This is an optimization exercise on Yosys and OpenROAD, whose aim is small area, not a production implementation. RTL that was checked went through simulation tests only; none was proved equivalent to the original.

Design Multiplier32Bit, start of the top module:
module Multiplier32Bit (
	input[31:0] multiplicand,
	input[31:0] multiplier,
	input clk,
	input enable,
	input reset_n,
	output[31:0] aBus,
	output valid
);
clock: 10.0 ns
lec_check: 0
abc_area: 1
cap_margin: 20
core_margin: 2
core_utilization: 40
slew_margin: 20
synth_hierarchical: 1
synth_minimum_keep_size: 0
standard.sh (not shown) runs the stock make flow with config.mk's settings and CLKGATE_MAP_FILE= SYNTH_SCRIPT=/design/flow/synth_recipe.tcl, a recipe that flattens the netlist after the stock synthesis.
==> flow/flow/run.sh <==
#!/bin/bash
export BUFFER_PORTS_ARGS="-buffer_cell sky130_fd_sc_hd__buf_1"
export POST_FLOORPLAN_TCL="$PWD/flow/downsize.tcl"
bash standard.sh RECOVER_POWER=100 finish > standard.log 2>&1
==> flow/flow/downsize.tcl <==
# Sourced after floorplanning (POST_FLOORPLAN_TCL): set every logic cell to
# the smallest drive strength of its function. Placement-stage repair and
# timing repair size up again where timing or slew needs it.
set db [ord::get_db]
set n 0
foreach inst [[ord::get_db_block] getInsts] {
  set m [[$inst getMaster] getName]
  if {![regexp {^(sky130_fd_sc_hd__[a-z0-9]+)_([0-9]+)$} $m -> base drive]} { continue }
  if {[regexp {dfxtp|dfrtp|conb|tap|fill|decap|clkbuf|clkinv|clkdly|dly} $base]} { continue }
  foreach d {0 1 2} {
    if {$d >= $drive} { break }
    set cand "${base}_$d"
    if {[$db findMaster $cand] != "NULL" && [llength [get_lib_cells -quiet $cand]] > 0 && ![sta::is_dont_use [get_lib_cells $cand]]} {
      replace_cell [$inst getName] $cand
      incr n
      break
    }
  }
}
puts "downsize: $n cells set to their smallest drive strength"
The starting point aborted during 2_1_floorplan.
Edit:
--- a/flow/flow/downsize.tcl
+++ b/flow/flow/downsize.tcl
@@ -12,3 +12,3 @@
     set cand "${base}_$d"
-    if {[$db findMaster $cand] != "NULL" && [llength [get_lib_cells -quiet $cand]] > 0 && ![sta::is_dont_use [get_lib_cells $cand]]} {
+    if {[$db findMaster $cand] != "NULL" && [llength [get_lib_cells -quiet $cand]] > 0 && [lsearch $::env(DONT_USE_CELLS) $cand] < 0} {
       replace_cell [$inst getName] $cand
Now the flow finished with timing, DRC and antenna clean. Synthesized cell count is unchanged. Synthesized area stays the same.
Edit:
Settings changed: ABC_AREA 1 to not set.
Cell area decreases by 18%.
Register-to-register slack gets worse by 0.10 ns.
Sequential share of layout area increases by 1.9 points.
Setup slack gets worse by 0.077 ns.
Wire length decreases by 19%.
Count of clock-buffer cells in the layout decreases by 2.

The RTL this note starts from:
==> flow/design.v <==
module Multiplier32Bit (
	input[31:0] multiplicand,
	input[31:0] multiplier,
	input clk,
	input enable,
	input reset_n,
	output[31:0] aBus,
	output valid
);
	reg[31:0] acc;
	reg[2:0] cnt;      
	reg vld;
	wire[31:0] mc = multiplicand;
	wire[31:0] mp = multiplier;
	wire z1 = (mp[31:8] == 24'h0) || (mp[31:8] == 24'hFFFFFF);
	wire z2 = (mp[31:16] == 16'h0) || (mp[31:16] == 16'hFFFF);
	wire z3 = (mp[31:24] == 8'h0) || (mp[31:24] == 8'hFF);
	wire[2:0] d = z1 ? 3'd1 : z2 ? 3'd2 : z3 ? 3'd3 : 3'd4;
	wire[2:0] j = enable ? d : cnt - 3'd1;
	reg[6:0] w;
	always @(*) begin
		case (j)
			3'd0: w = {mp[5:0], 1'b0};
			3'd1: w = mp[11:5];
			3'd2: w = mp[17:11];
			3'd3: w = mp[23:17];
			default: w = mp[29:23];
		endcase
	end
	wire d3 = (d == 3'd3);
	wire d4 = (d == 3'd4);
	wire cp = d3 & mp[23] & ~mp[24];    
	wire cm = d3 & ~mp[23] & mp[24];    
	wire[1:0] v = {mp[31] ^ (mp[30] & mp[29]), mp[30] ^ mp[29]};
	wire[1:0] init4 = d4 ? {(mc[1] & v[0]) ^ (mc[0] & v[1]), mc[0] & v[0]} : 2'b0;
	wire[7:0] init3 = ({8{cp}} & mc[7:0]) | ({8{cm}} & ~mc[7:0]);
	wire[7:0] init = init3 | {6'd0, init4};
	wire[31:0] prev = enable ? {24'd0, init} : acc;
	wire cin = enable & cm;
	wire[32:0] mcx = {mc, 1'b0};
	wire[31:0] r0, r1, r2;
	wire n0, n1, n2;
	booth_row #(32) b0 (.mcx(mcx[32:0]), .b(w[2:0]), .row(r0), .neg(n0));
	booth_row #(30) b1 (.mcx(mcx[30:0]), .b(w[4:2]), .row(r1[31:2]), .neg(n1));
	booth_row #(28) b2 (.mcx(mcx[28:0]), .b(w[6:4]), .row(r2[31:4]), .neg(n2));
	assign r1[1:0] = 2'b0;
	assign r2[3:0] = 4'b0;
	wire[31:0] next = {prev[25:0], 6'd0} + r0 + r1 + r2 + {25'd0, cin, 1'b0, n2, 1'b0, n1, 1'b0, n0};
	always @(posedge clk) begin
		acc <= next;
	end
	always @(posedge clk, negedge reset_n) begin
		if (reset_n == 0) begin
			cnt <= 0;
			vld <= 0;
		end else if (enable) begin
			cnt <= d;
			vld <= 0;
		end else if (cnt != 0) begin
			cnt <= cnt - 3'd1;
			vld <= (cnt == 3'd1);
		end else begin
			vld <= 0;
		end
	end
	assign aBus = acc;
	assign valid = vld;
endmodule
module booth_row #(parameter W = 32) (
	input[W:0] mcx,
	input[2:0] b,
	output[W-1:0] row,
	output neg
);
	wire one = b[1] ^ b[0];
	wire two = (b[2] & ~b[1] & ~b[0]) | (~b[2] & b[1] & b[0]);
	assign neg = b[2];
	genvar i;
	generate
		for (i = 0; i < W; i = i + 1) begin : g
			assign row[i] = ((one & mcx[i+1]) | (two & mcx[i])) ^ neg;
		end
	endgenerate
endmodule
clock: 10.0 ns
lec_check: 0
cap_margin: 20
core_margin: 2
core_utilization: 40
slew_margin: 20
run.sh (not shown) runs the stock make flow with config.mk's settings and CLKGATE_MAP_FILE= SYNTH_SCRIPT=/design/flow/synth_recipe.tcl, a recipe that flattens the netlist after the stock synthesis.
Stock flow here: none of the scripts above is used.
The baseline finished clean.
Rerun with:
==> flow/flow/run.sh (new file) <==
#!/bin/bash
cp standard.sh standard_sh_copy.log
export BUFFER_PORTS_ARGS="-buffer_cell sky130_fd_sc_hd__buf_1"
bash standard.sh > standard.log 2>&1
==> flow/standard.sh (new file) <==
#!/bin/bash
# synth_recipe.tcl (not shown) runs the flow's synth.tcl, then flattens the netlist and writes it again
# the make line also repeats each setting of config.mk as NAME=value (left out here)
make -C /OpenROAD-flow-scripts/flow DESIGN_CONFIG=/design/flow/config.mk WORK_HOME=/design/flow/orfs CLKGATE_MAP_FILE= SYNTH_SCRIPT=/design/flow/synth_recipe.tcl "${@:-finish}"
removed: flow/run.sh
- flip-flop and latch count stays the same
- synthesized area is unchanged
- sequential share of layout area goes up by 0.69 points
- global-route usage goes down by 0.52 points
No functional check of the RTL was part of any run of this note.

Another version of the RTL of Multiplier32Bit (not shown whole).
Size: about 500 cells after synthesis, ~100 I/O pins, roughly 5700 sq um of cells after synthesis.
Settings: LEC_CHECK=0, CAP_MARGIN=20, CORE_MARGIN=2, CORE_UTILIZATION=40, CTS_BUF_LIST=sky130_fd_sc_hd__clkbuf_8, SLEW_MARGIN=20, SYNTH_HIERARCHICAL=1, SYNTH_MINIMUM_KEEP_SIZE=0; clock period 10.0 ns.
standard.sh (not shown) runs the stock make flow with config.mk's settings and CLKGATE_MAP_FILE= SYNTH_SCRIPT=/design/flow/synth_recipe.tcl, a recipe that flattens the netlist after the stock synthesis.
==> flow/flow/run.sh <==
#!/bin/bash
export BUFFER_PORTS_ARGS="-buffer_cell sky130_fd_sc_hd__buf_1"
export CTS_ARGS="-sink_clustering_enable -sink_clustering_levels 1 -repair_clock_nets -dont_use_dummy_load -buf_list sky130_fd_sc_hd__clkbuf_8"
export POST_FLOORPLAN_TCL="$PWD/flow/downsize.tcl"
bash standard.sh RECOVER_POWER=100 finish > standard.log 2>&1
==> flow/flow/downsize.tcl <==
# Sourced after floorplanning (POST_FLOORPLAN_TCL): set every logic cell to
# the smallest drive strength of its function. Placement-stage repair and
# timing repair size up again where timing or slew needs it.
set db [ord::get_db]
set n 0
foreach inst [[ord::get_db_block] getInsts] {
  set m [[$inst getMaster] getName]
  if {![regexp {^(sky130_fd_sc_hd__[a-z0-9]+)_([0-9]+)$} $m -> base drive]} { continue }
  if {[regexp {dfxtp|dfrtp|conb|tap|fill|decap|clkbuf|clkinv|clkdly|dly} $base]} { continue }
  foreach d {0 1 2} {
    if {$d >= $drive} { break }
    set cand "${base}_$d"
    if {[$db findMaster $cand] != "NULL" && [llength [get_lib_cells -quiet $cand]] > 0 && [lsearch $::env(DONT_USE_CELLS) $cand] < 0} {
      replace_cell [$inst getName] $cand
      incr n
      break
    }
  }
}
puts "downsize: $n cells set to their smallest drive strength"
Next try:
==> flow/flow/run.sh (replaced) <==
#!/bin/bash
export BUFFER_PORTS_ARGS="-buffer_cell sky130_fd_sc_hd__buf_1"
export CTS_ARGS="-sink_clustering_enable -repair_clock_nets -dont_use_dummy_load -buf_list {sky130_fd_sc_hd__clkbuf_4 sky130_fd_sc_hd__clkbuf_8}"
export POST_FLOORPLAN_TCL="$PWD/flow/downsize.tcl"
bash standard.sh RECOVER_POWER=100 finish > standard.log 2>&1
=> Final area stays the same; first-iteration DRC count is unchanged; critical path depth does not change; setup slack stays the same; via count stays the same; global-route usage stays the same.
Next try:
==> flow/flow/run.sh (replaced) <==
#!/bin/bash
export BUFFER_PORTS_ARGS="-buffer_cell sky130_fd_sc_hd__buf_1"
export CTS_ARGS="-sink_clustering_enable -repair_clock_nets -dont_use_dummy_load -buf_list sky130_fd_sc_hd__clkbuf_8"
export POST_FLOORPLAN_TCL="$PWD/flow/downsize.tcl"
bash standard.sh RECOVER_POWER=100 finish > standard.log 2>&1
Die area stays the same.
Wire length stays the same.
First-iteration DRC count is unchanged.
Synthesized cell count does not change.
Hold slack does not change.
Next try:
CORE_UTILIZATION = 60   (was 40)
What happened:
- cell area came out lower by 0.33%
- synthesized area does not change
- clock skew is about the same
- sequential cell count does not change
- setup slack is worse by 0.037 ns
- final cell count came out lower by about 6%
- routed wire length shrinks by 5.9%

[afterwards: timing with drivers on the ports]
The results above use ideal ports. As a check the final layouts listed here were re-extracted and re-timed, cells and wires unchanged.
Step 1 (the two cells are an assumption about what drives the block):
set clk [get_ports {clk}]
set_driving_cell -lib_cell sky130_fd_sc_hd__clkbuf_16 $clk
set_driving_cell -lib_cell sky130_fd_sc_hd__buf_2 [delete_from_list [all_inputs] $clk]
Step 2 moves the port delays by t, midway between the first and last clock arrival at a register: inputs arrive t later, outputs are due t later. That takes back most of the time a late clock gives input paths.
a / b / c = no drivers / after step 1 / after step 2; a / b = the first two.
run	shift t [ns]	setup slack, ns	clock arrival spread, ns	worst slew at a driven data input, ns	pins driven straight from the clock port
the second run of note 1	0.335	0.587 / 0.607 / 0.272	0.005 / 0.006	0.06	1
the third run of note 1	0.320	0.510 / 0.524 / 0.204	0.008 / 0.008	0.04	1
the first run of note 2	0.343	0.444 / 0.469 / 0.126	0.011 / 0.012	0.04	1
the second run of note 2	0.342	0.606 / 0.631 / 0.289	0.014 / 0.014	0.05	1
the first run of note 3	0.339	0.512 / 0.528 / 0.190	0.009 / 0.009	0.05	1
the second run of note 3	0.339	0.512 / 0.528 / 0.190	0.009 / 0.009	0.05	1
the third run of note 3	0.339	0.512 / 0.528 / 0.190	0.009 / 0.009	0.05	1
the fourth run of note 3	0.316	0.475 / 0.486 / 0.170	0.008 / 0.008	0.05	1
After both steps every run listed still meets setup and hold.
